Source: an optimization exercise on an open RTL-to-GDS flow (aim: small area). Production flows keep margins and buffers that such runs may drop. Only simulation tests tie the RTL to the original design; equivalence was not proved. The flow treats the clock pin as an ideal source, which a real chip does not have. Power is estimated from default activity; no workload was simulated.

build 88:
==> flow/design.v (excerpt) <==
module PanelDisplay (
input logic clk,
input logic rst,
input logic button_up,
input logic button_dn,
input logic button_r,
input logic button_l,
input logic switch,
output logic [5:0] P1_Score,
output logic [5:0] P2_Score,
output logic hsync,
output logic vsync,
output logic move_enable,
output logic [3:0] red,
output logic [3:0] green,
output logic [3:0] blue);
Size in the first run: about 520 cells after synthesis, roughly 34 I/O pins, ~3800 um2 of cells after synthesis.
==> flow/config.mk <==
export PLATFORM = sky130hd
export DESIGN_NAME = PanelDisplay
export DESIGN_NICKNAME = PanelDisplay
export VERILOG_FILES = /design/flow/design.v
export SDC_FILE = /design/flow/constraint.sdc
export NUM_CORES = 4
export LEC_CHECK = 0
export CAP_MARGIN = 20
export CORE_MARGIN = 2
export CORE_UTILIZATION = 70
export SLEW_MARGIN = 20
==> flow/constraint.sdc <==
create_clock -name core_clock -period 10.0 [get_ports {clk}]
set_input_delay 2.0000 -clock core_clock [delete_from_list [all_inputs] [get_ports {clk}]]
set_output_delay 2.0000 -clock core_clock [all_outputs]
set_load 0.01 [all_outputs]
standard.sh (not shown) runs the stock make flow with config.mk's settings and CLKGATE_MAP_FILE= SYNTH_SCRIPT=/design/flow/synth_recipe.tcl, a recipe that flattens the netlist after the stock synthesis.
==> flow/flow/run.sh <==
#!/bin/bash
# Layout flow: the standard synthesis, then an area-oriented re-mapping of
# the combinational logic between the unchanged registers (ABC &deepsyn + amap,
# a few random seeds, smallest kept), proven equivalent with Yosys, then the
# standard ORFS flow from floorplan on, with the smallest buffer cell on the
# ports and a clock tree of small buffers without dummy loads.
set -u
W=$(pwd)
RES=$W/orfs/results/$FLOW_PLATFORM/PanelDisplay/base
LIB=$FLOW_HOME/platforms/$FLOW_PLATFORM/lib/sky130_fd_sc_hd__tt_025C_1v80.lib
YOSYS=$(command -v yosys || echo "${YOSYS_EXE:-yosys}")
export BUFFER_PORTS_ARGS="-buffer_cell sky130_fd_sc_hd__buf_1"
# clock tree options (replace ORFS's default clock_tree_synthesis arguments)
if [ -s flow/cts.args ]; then export CTS_ARGS="$(cat flow/cts.args)"; fi

bash standard.sh synth > 1_standard_synth.log 2>&1 || exit 1
cp "$RES/1_2_yosys.v" std_synth.v

best=""; best_area=""
for round in "1 2 3 4" "5 6 7 8"; do
  for S in $round; do
    sed "s#-T 60#-T 60 -S $S#" flow/deep.abc > deep_$S.abc
    sed "s#@LIB@#$LIB#g; s#flow/deep.abc#deep_$S.abc#; s#resyn.v#resyn_$S.v#" flow/resyn.ys > resyn_$S.ys
    "$YOSYS" -s resyn_$S.ys > 1_resyn_$S.log 2>&1 &
  done
  wait
done
for S in 1 2 3 4 5 6 7 8; do
  a=$(grep "Chip area" 1_resyn_$S.log | tail -1 | awk '{print $NF}')
  [ -s resyn_$S.v ] && [ -n "$a" ] || continue
  if [ -z "$best" ] || awk "BEGIN{exit !($a < $best_area)}"; then best=$S; best_area=$a; fi
done
echo "seed areas:" > resyn_status.log
grep -H "Chip area" 1_resyn_*.log >> resyn_status.log
sed "s#@LIB@#$LIB#g" flow/equiv.ys > equiv_run.ys
if [ -n "$best" ] && cp resyn_$best.v resyn.v && "$YOSYS" -s equiv_run.ys > 1_equiv.log 2>&1; then
  echo "seed $best ($best_area) proven equivalent; using it" >> resyn_status.log
  cp resyn.v "$RES/1_2_yosys.v"
  rm -f "$RES/1_synth.odb" "$RES/1_synth.sdc"
else
  echo "re-mapping failed or not proven; keeping the standard netlist" >> resyn_status.log
fi

bash standard.sh finish > 2_standard_finish.log 2>&1
==> flow/flow/cts.args <==
-sink_clustering_enable -repair_clock_nets -root_buf sky130_fd_sc_hd__clkbuf_4 -buf_list sky130_fd_sc_hd__clkbuf_4 -dont_use_dummy_load -sink_clustering_size 30 -sink_clustering_max_diameter 150
==> flow/flow/deep.abc <==
strash
&get -n
&deepsyn -T 60
&put
amap
Other scripts of this flow, unchanged in this note and not shown: flow/flow/equiv.ys, flow/flow/resyn.ys
diff inputs: build 88 => build 35
--- a/flow/flow/run.sh
+++ b/flow/flow/run.sh
@@ -20,5 +20,5 @@
 for round in "1 2 3 4" "5 6 7 8"; do
   for S in $round; do
-    sed "s#-T 60#-T 60 -S $S#" flow/deep.abc > deep_$S.abc
+    sed "s#-T 120#-T 120 -S $S#" flow/deep.abc > deep_$S.abc
     sed "s#@LIB@#$LIB#g; s#flow/deep.abc#deep_$S.abc#; s#resyn.v#resyn_$S.v#" flow/resyn.ys > resyn_$S.ys
     "$YOSYS" -s resyn_$S.ys > 1_resyn_$S.log 2>&1 &
==> flow/flow/deep.abc <==
strash
&get -n
&deepsyn -T 120
&put
amap
### Flow results
Per the final summary, build 35 finished and its layout is clean on timing, DRC and antenna. Relative to build 88, the final cell area reported for build 35 is lower. Going from build 88 to build 35, utilization went down 0.64 points, reg2reg setup slack fell 0.75 ns, slack of the critical path now sits lower, share of the clock period used by the worst path after layout moved up, achievable clock frequency lost 0.018 GHz. Build 35 ended up with o22ai_1 as its slowest library cell on the worst path; build 88 ended up with o21ai_0.
Changes in build 72 relative to build 35:
- a change of CORE_UTILIZATION from 70 to 40
--- a/flow/flow/run.sh
+++ b/flow/flow/run.sh
@@ -18,13 +18,11 @@
 
 best=""; best_area=""
-for round in "1 2 3 4" "5 6 7 8"; do
-  for S in $round; do
-    sed "s#-T 120#-T 120 -S $S#" flow/deep.abc > deep_$S.abc
-    sed "s#@LIB@#$LIB#g; s#flow/deep.abc#deep_$S.abc#; s#resyn.v#resyn_$S.v#" flow/resyn.ys > resyn_$S.ys
-    "$YOSYS" -s resyn_$S.ys > 1_resyn_$S.log 2>&1 &
-  done
-  wait
+for S in 1 2 3 4; do
+  sed "s#-T 60#-T 60 -S $S#" flow/deep.abc > deep_$S.abc
+  sed "s#@LIB@#$LIB#g; s#flow/deep.abc#deep_$S.abc#; s#resyn.v#resyn_$S.v#" flow/resyn.ys > resyn_$S.ys
+  "$YOSYS" -s resyn_$S.ys > 1_resyn_$S.log 2>&1 &
 done
-for S in 1 2 3 4 5 6 7 8; do
+wait
+for S in 1 2 3 4; do
   a=$(grep "Chip area" 1_resyn_$S.log | tail -1 | awk '{print $NF}')
   [ -s resyn_$S.v ] && [ -n "$a" ] || continue
==> flow/flow/cts.args <==
-sink_clustering_enable -repair_clock_nets -root_buf sky130_fd_sc_hd__clkbuf_8 -buf_list sky130_fd_sc_hd__clkbuf_4 -dont_use_dummy_load -sink_clustering_size 30 -sink_clustering_max_diameter 150
==> flow/flow/deep.abc <==
strash
&get -n
&deepsyn -T 60
&put
amap
==> summary.txt <==
Comparing build 35 and build 72, the lower detail-routed net length per standard cell was measured on build 72. Build 72 against build 35: final period utilization now smaller; final cell count now larger; worst hold slack now smaller; post-route worst setup slack now larger. Build 72 vs. build 35: register-to-register slack went up by 0.16 ns.
Changes in build 73 relative to build 72:
- CORE_UTILIZATION now 70, was 40
--- a/flow/flow/run.sh
+++ b/flow/flow/run.sh
@@ -18,11 +18,13 @@
 
 best=""; best_area=""
-for S in 1 2 3 4; do
-  sed "s#-T 60#-T 60 -S $S#" flow/deep.abc > deep_$S.abc
-  sed "s#@LIB@#$LIB#g; s#flow/deep.abc#deep_$S.abc#; s#resyn.v#resyn_$S.v#" flow/resyn.ys > resyn_$S.ys
-  "$YOSYS" -s resyn_$S.ys > 1_resyn_$S.log 2>&1 &
+for round in "1 2 3 4" "5 6 7 8"; do
+  for S in $round; do
+    sed "s#-T 120#-T 120 -S $S#" flow/deep.abc > deep_$S.abc
+    sed "s#@LIB@#$LIB#g; s#flow/deep.abc#deep_$S.abc#; s#resyn.v#resyn_$S.v#" flow/resyn.ys > resyn_$S.ys
+    "$YOSYS" -s resyn_$S.ys > 1_resyn_$S.log 2>&1 &
+  done
+  wait
 done
-wait
-for S in 1 2 3 4; do
+for S in 1 2 3 4 5 6 7 8; do
   a=$(grep "Chip area" 1_resyn_$S.log | tail -1 | awk '{print $NF}')
   [ -s resyn_$S.v ] && [ -n "$a" ] || continue
==> flow/flow/cts.args <==
-sink_clustering_enable -repair_clock_nets -root_buf sky130_fd_sc_hd__clkbuf_8 -tree_buf sky130_fd_sc_hd__clkbuf_4 -buf_list sky130_fd_sc_hd__clkbuf_4 -dont_use_dummy_load -sink_clustering_size 30 -sink_clustering_max_diameter 150
==> flow/flow/deep.abc <==
strash
&get -n
&deepsyn -T 120
&put
amap
[summary]
Changes observed in build 73 relative to build 72: number of cells on the critical path saw a decrease; routed wire length saw an increase.
Fraction of area in multi-input gates was higher in build 73 than in build 72.
The run showing the greater depth of the most critical reg-to-reg path is build 72.
Diff build 72 -> build 73 | fmax | decrease of 0.0011 GHz
Build 73: sequential share of layout area higher than build 72
[diff] final total power, build 73 relative to build 72: improvement
Clock network fraction of total power: build 73 vs build 72 down 0.4 points
From build 72 to build 73 the numbers moved as follows: length of routed met2 wiring grew by about 6%; global-route usage grew by 14 points.

the previous run:
The RTL this note starts from:
==> flow/design.v <==
module PanelDisplay (
input logic clk,
input logic rst,
input logic button_up,
input logic button_dn,
input logic button_r,
input logic button_l,
input logic switch,
output logic [5:0] P1_Score,
output logic [5:0] P2_Score,
output logic hsync,
output logic vsync,
output logic move_enable,
output logic [3:0] red,
output logic [3:0] green,
output logic [3:0] blue);
function automatic [7:0] radd(input [7:0] x, input [7:0] y, input ci);
  reg c; integer i;
  begin
    c = ci;
    for (i = 0; i < 8; i = i + 1) begin
      radd[i] = x[i] ^ y[i] ^ c;
      c = (x[i] & y[i]) | (c & (x[i] ^ y[i]));
    end
  end
endfunction
function automatic [7:0] incdec(input [7:0] x, input en, input dn);
  reg c; integer i;
  begin
    c = en;
    for (i = 0; i < 8; i = i + 1) begin
      incdec[i] = x[i] ^ c;
      c = c & (x[i] ^ dn);
    end
  end
endfunction
reg [4:0] L;    
reg [6:0] A;    
reg [3:0] U;    
reg [6:0] T;    
wire [3:0] B = L[4:1];
wire Lend = L[4] & L[1] & L[0];             
wire hend = A[6] & A[5] & A[3] & L[0];      
wire Uend = U[3] & U[0];                    
wire vend = T[6] & T[1] & U[2] & U[1];      
always_ff @(posedge clk) begin
  L <= rst ? 5'd1 : (Lend | hend) ? 5'd0 : incdec({3'd0, L}, 1'b1, 1'b0);
  A <= (rst | hend) ? 7'd0 : incdec({1'b0, A}, Lend, 1'b0);
  U <= (rst | (hend & (Uend | vend))) ? 4'd0 : incdec({4'd0, U}, hend, 1'b0);
  T <= (rst | (hend & vend)) ? 7'd0 : incdec({1'b0, T}, hend & Uend, 1'b0);
end
assign hsync = ~(A[6] & (A[5] | (A[4] & A[3] & A[2])));      
assign vsync = ~(T[6] & T[1]);                               
assign move_enable = T[6] & T[1] & (U[2:0] == 3'd0) & (A == 7'd0) & (L == 5'd1);
wire mv = move_enable & switch;
reg cu1, cd1, cu2, cd2;
always_ff @(posedge clk)
  if (hend) {cu1, cd1, cu2, cd2} <= {button_up, button_l, button_r, button_dn};
reg [5:0] a;  reg hb;      
reg [4:0] s;  reg hv;      
reg move_r, move_u;
reg [4:0] t1; reg u18, u19;    
reg [4:0] t2; reg v28, v27;    
reg [5:0] counter1, counter2;
assign P1_Score = counter1;
assign P2_Score = counter2;
wire sel = T[6];
wire psel = sel ? move_r : A[6];
wire [4:0] Tin = sel ? s : T[4:0];
wire [4:0] tp = psel ? t2 : t1;
wire pu8 = psel ? v28 : u18;           
wire pu9 = ~psel & u19;                
wire pu0 = psel & ~v28 & ~v27;         
wire lt7 = ~U[3] & ~(U[2] & U[1] & U[0]);
wire lt8 = ~U[3];
wire lt9 = ~(U[3] & U[0]);
wire cpr = pu8 ? lt8 : pu9 ? lt9 : (~pu0 & lt7);
wire cpc = hv ? pu9 : ~pu0;
wire cp = sel ? cpc : cpr;
wire [7:0] dpx = radd({3'd0, Tin}, {3'd0, ~tp}, ~cp);
wire [4:0] dp = dpx[4:0];
wire inp = dp <= 5'd8;
wire hit = inp | (dp >= 5'd30) | (dp == 5'd9 & hv & pu8);
wire coll = move_r ? (a == 6'd62 & hb) : (a == 6'd26 & ~hb);
wire miss = coll & ~hit;
wire wall = ~coll & (move_u ? (s == 5'd18 & ~hv) : (s == 5'd11 & hv));
wire hstep = mv | (coll & hit);
wire hplus = move_r ^ coll;
wire vstep = mv | wall;
wire vplus = ~(move_u ^ wall);
always_ff @(posedge clk) begin
  if (rst | miss) begin
    a <= 6'd45; hb <= 1'b0; s <= 5'd31; hv <= 1'b0;
  end else begin
    if (hstep) begin
      hb <= ~hb;
      a <= incdec({2'd0, a}, hb == hplus, ~hplus);
    end
    if (vstep) begin
      hv <= ~hv;
      s <= incdec({3'd0, s}, hv == vplus, ~vplus);
    end
  end
  if (rst) begin
    move_r <= 1'b0; move_u <= 1'b1;
  end else begin
    if (coll & hit) move_r <= ~move_r;
    if (wall) move_u <= ~move_u;
  end
  if (rst) counter1 <= 6'd0;
  else counter1 <= incdec({2'd0, counter1}, miss & move_r, 1'b0);
  if (rst) counter2 <= 6'd0;
  else counter2 <= incdec({2'd0, counter2}, miss & ~move_r, 1'b0);
end
wire lo1 = (t1 == 5'd17) | (t1 == 5'd18 & ~u19);         
wire hi1 = (t1 == 5'd5) | (t1 == 5'd4 & (u18 | u19));    
always_ff @(posedge clk) begin
  if (rst) begin
    t1 <= 5'd27; u18 <= 1'b1; u19 <= 1'b0;            
  end else if ((button_up ^ button_l) & mv) begin
    if (~lo1 & ~hi1) begin
      t1 <= incdec({3'd0, t1}, cu1 | cd1, ~cu1);
    end else if (lo1 & cu1) begin
      t1 <= 5'd21; u18 <= 1'b0; u19 <= 1'b1;           
    end else if (hi1 & cd1) begin
      t1 <= 5'd4; u18 <= 1'b0; u19 <= 1'b0;            
    end
  end
end
wire lo2 = (t2 == 5'd18);                                
wire hi2 = (t2 == 5'd5) | (t2 == 5'd4 & v28);            
always_ff @(posedge clk) begin
  if (rst) begin
    t2 <= 5'd27; v28 <= 1'b1; v27 <= 1'b0;            
  end else if ((button_dn ^ button_r) & mv) begin
    if (~lo2 & ~hi2) begin
      t2 <= incdec({3'd0, t2}, cu2 | cd2, ~cu2);
    end else if (lo2 & cu2) begin
      t2 <= 5'd19; v28 <= 1'b0; v27 <= 1'b0;           
    end else if (hi2 & cd2) begin
      t2 <= 5'd4; v28 <= 1'b0; v27 <= 1'b1;            
    end
  end
end
wire rowm = ~T[6] & (T[5] ^ T[4]);                       
wire ch  = hb | (~B[3] & ~(B[2] & (B[1] | B[0])));       
wire [7:0] dhx = radd({1'b0, A}, {2'b11, ~a}, ~ch);
wire [6:0] dh = dhx[6:0];
wire cv  = hv ? ~U[3] : (~U[3] & ~U[2] & ~(U[1] & U[0]));  
wire [7:0] dvx = radd({3'd0, T[4:0]}, {3'd0, ~s}, ~cv);
wire [4:0] dv = dvx[4:0];
wire ball = (dh[6:1] == 6'd0) & (dv[4:1] == 4'd0) & rowm;
wire a26 = (A == 7'd26) & (B >= 4'd5);
wire pc1 = a26 | (A == 7'd27);                                   
wire pc2 = ((A == 7'd64) & (B == 4'd9)) | (A == 7'd65) | ((A == 7'd66) & (B <= 4'd3));  
wire cb  = a26 | ((A >= 7'd27) & (A <= 7'd65)) | ((A == 7'd66) & (B <= 4'd4));          
wire rb  = ((T == 7'd17) & (U >= 4'd3)) | ((T == 7'd18) & (U <= 4'd7)) | ((T == 7'd45) & (U >= 4'd8))
         | (T == 7'd46) | ((T == 7'd47) & (U <= 4'd2));
wire pix = ball | (rb & cb) | (rowm & (pc1 | pc2) & inp);
assign red = {4{pix}};
assign green = {4{pix}};
assign blue = {4{pix}};
endmodule
Settings: LEC_CHECK=0, CAP_MARGIN=20, CORE_MARGIN=2, CORE_UTILIZATION=40, SLEW_MARGIN=20; clock period 10.0 ns.
==> flow/flow/run.sh <==
#!/bin/bash
# Layout flow: the standard synthesis, then an area-oriented re-mapping of
# the combinational logic between the unchanged registers (ABC &deepsyn + amap,
# a few random seeds, smallest kept), proven equivalent with Yosys, then the
# standard ORFS flow from floorplan on, with the smallest buffer cell on the
# ports and a clock tree of small buffers without dummy loads.
set -u
W=$(pwd)
RES=$W/orfs/results/$FLOW_PLATFORM/PanelDisplay/base
LIB=$FLOW_HOME/platforms/$FLOW_PLATFORM/lib/sky130_fd_sc_hd__tt_025C_1v80.lib
YOSYS=$(command -v yosys || echo "${YOSYS_EXE:-yosys}")
export BUFFER_PORTS_ARGS="-buffer_cell sky130_fd_sc_hd__buf_1"
# clock tree options (replace ORFS's default clock_tree_synthesis arguments)
if [ -s flow/cts.args ]; then export CTS_ARGS="$(cat flow/cts.args)"; fi

bash standard.sh synth > 1_standard_synth.log 2>&1 || exit 1
cp "$RES/1_2_yosys.v" std_synth.v

best=""; best_area=""
for round in "1 2 3 4" "5 6 7 8"; do
  for S in $round; do
    sed "s#-T 60#-T 60 -S $S#" flow/deep.abc > deep_$S.abc
    sed "s#@LIB@#$LIB#g; s#flow/deep.abc#deep_$S.abc#; s#resyn.v#resyn_$S.v#" flow/resyn.ys > resyn_$S.ys
    "$YOSYS" -s resyn_$S.ys > 1_resyn_$S.log 2>&1 &
  done
  wait
done
for S in 1 2 3 4 5 6 7 8; do
  a=$(grep "Chip area" 1_resyn_$S.log | tail -1 | awk '{print $NF}')
  [ -s resyn_$S.v ] && [ -n "$a" ] || continue
  if [ -z "$best" ] || awk "BEGIN{exit !($a < $best_area)}"; then best=$S; best_area=$a; fi
done
echo "seed areas:" > resyn_status.log
grep -H "Chip area" 1_resyn_*.log >> resyn_status.log
sed "s#@LIB@#$LIB#g" flow/equiv.ys > equiv_run.ys
if [ -n "$best" ] && cp resyn_$best.v resyn.v && "$YOSYS" -s equiv_run.ys > 1_equiv.log 2>&1; then
  echo "seed $best ($best_area) proven equivalent; using it" >> resyn_status.log
  cp resyn.v "$RES/1_2_yosys.v"
  rm -f "$RES/1_synth.odb" "$RES/1_synth.sdc"
else
  echo "re-mapping failed or not proven; keeping the standard netlist" >> resyn_status.log
fi

bash standard.sh finish > 2_standard_finish.log 2>&1
==> flow/flow/cts.args <==
-sink_clustering_enable -repair_clock_nets -root_buf sky130_fd_sc_hd__clkbuf_8 -buf_list sky130_fd_sc_hd__clkbuf_4 -dont_use_dummy_load -sink_clustering_size 30 -sink_clustering_max_diameter 150
Other scripts of this flow, unchanged in this note and not shown: flow/flow/deep.abc, flow/flow/equiv.ys, flow/flow/resyn.ys
The previous run did not stop at any stage, and its layout met the timing, design-rule and antenna checks.
The inputs of the current run differ from those of the previous run as listed below.
diff --git a/flow/flow/run.sh b/flow/flow/run.sh
--- a/flow/flow/run.sh
+++ b/flow/flow/run.sh
@@ -18,13 +18,11 @@
 
 best=""; best_area=""
-for round in "1 2 3 4" "5 6 7 8"; do
-  for S in $round; do
-    sed "s#-T 60#-T 60 -S $S#" flow/deep.abc > deep_$S.abc
-    sed "s#@LIB@#$LIB#g; s#flow/deep.abc#deep_$S.abc#; s#resyn.v#resyn_$S.v#" flow/resyn.ys > resyn_$S.ys
-    "$YOSYS" -s resyn_$S.ys > 1_resyn_$S.log 2>&1 &
-  done
-  wait
+for S in 1 2 3 4; do
+  sed "s#-T 60#-T 60 -S $S#" flow/deep.abc > deep_$S.abc
+  sed "s#@LIB@#$LIB#g; s#flow/deep.abc#deep_$S.abc#; s#resyn.v#resyn_$S.v#" flow/resyn.ys > resyn_$S.ys
+  "$YOSYS" -s resyn_$S.ys > 1_resyn_$S.log 2>&1 &
 done
-for S in 1 2 3 4 5 6 7 8; do
+wait
+for S in 1 2 3 4; do
   a=$(grep "Chip area" 1_resyn_$S.log | tail -1 | awk '{print $NF}')
   [ -s resyn_$S.v ] && [ -n "$a" ] || continue
==> flow/flow/cts.args <==
-sink_clustering_enable -repair_clock_nets -buf_list sky130_fd_sc_hd__clkbuf_8 -dont_use_dummy_load -sink_clustering_size 30 -sink_clustering_max_diameter 150
Notes after the runs:
- From the current run to the previous run, cell area after layout did not move at all.
- The current run vs. the previous run: worst setup margin neither gained nor lost much, minimum setup slack among reg-to-reg paths barely changed.

port drivers added, routing unchanged:
No port has a modelled driver above. Below, the same layouts with a new extraction and two added sets of constraints. Step 1 assumes that a clkbuf_16 drives the clock port and a buf_2 every other input. Step 2 moves the port delays by t, midway between the first and last clock arrival at a register: inputs arrive t later, outputs are due t later. That takes back most of the time a late clock gives input paths. Slacks: ideal ports / drivers / drivers and shift; pairs: ideal ports / drivers.
run	t (ns)	setup WS [ns]	latest minus earliest clock arrival (ns)
build 88	0.435	3.184 / 3.156 / 3.592	0.035 / 0.035
build 35	0.439	2.238 / 2.208 / 2.647	0.025 / 0.025
build 72	0.368	2.406 / 2.371 / 2.739	0.032 / 0.032
build 73	0.365	2.345 / 2.313 / 2.678	0.013 / 0.013
the previous run	0.368	2.406 / 2.371 / 2.739	0.032 / 0.032
the current run	0.368	2.406 / 2.371 / 2.739	0.032 / 0.032
After both steps every run listed still meets setup and hold.
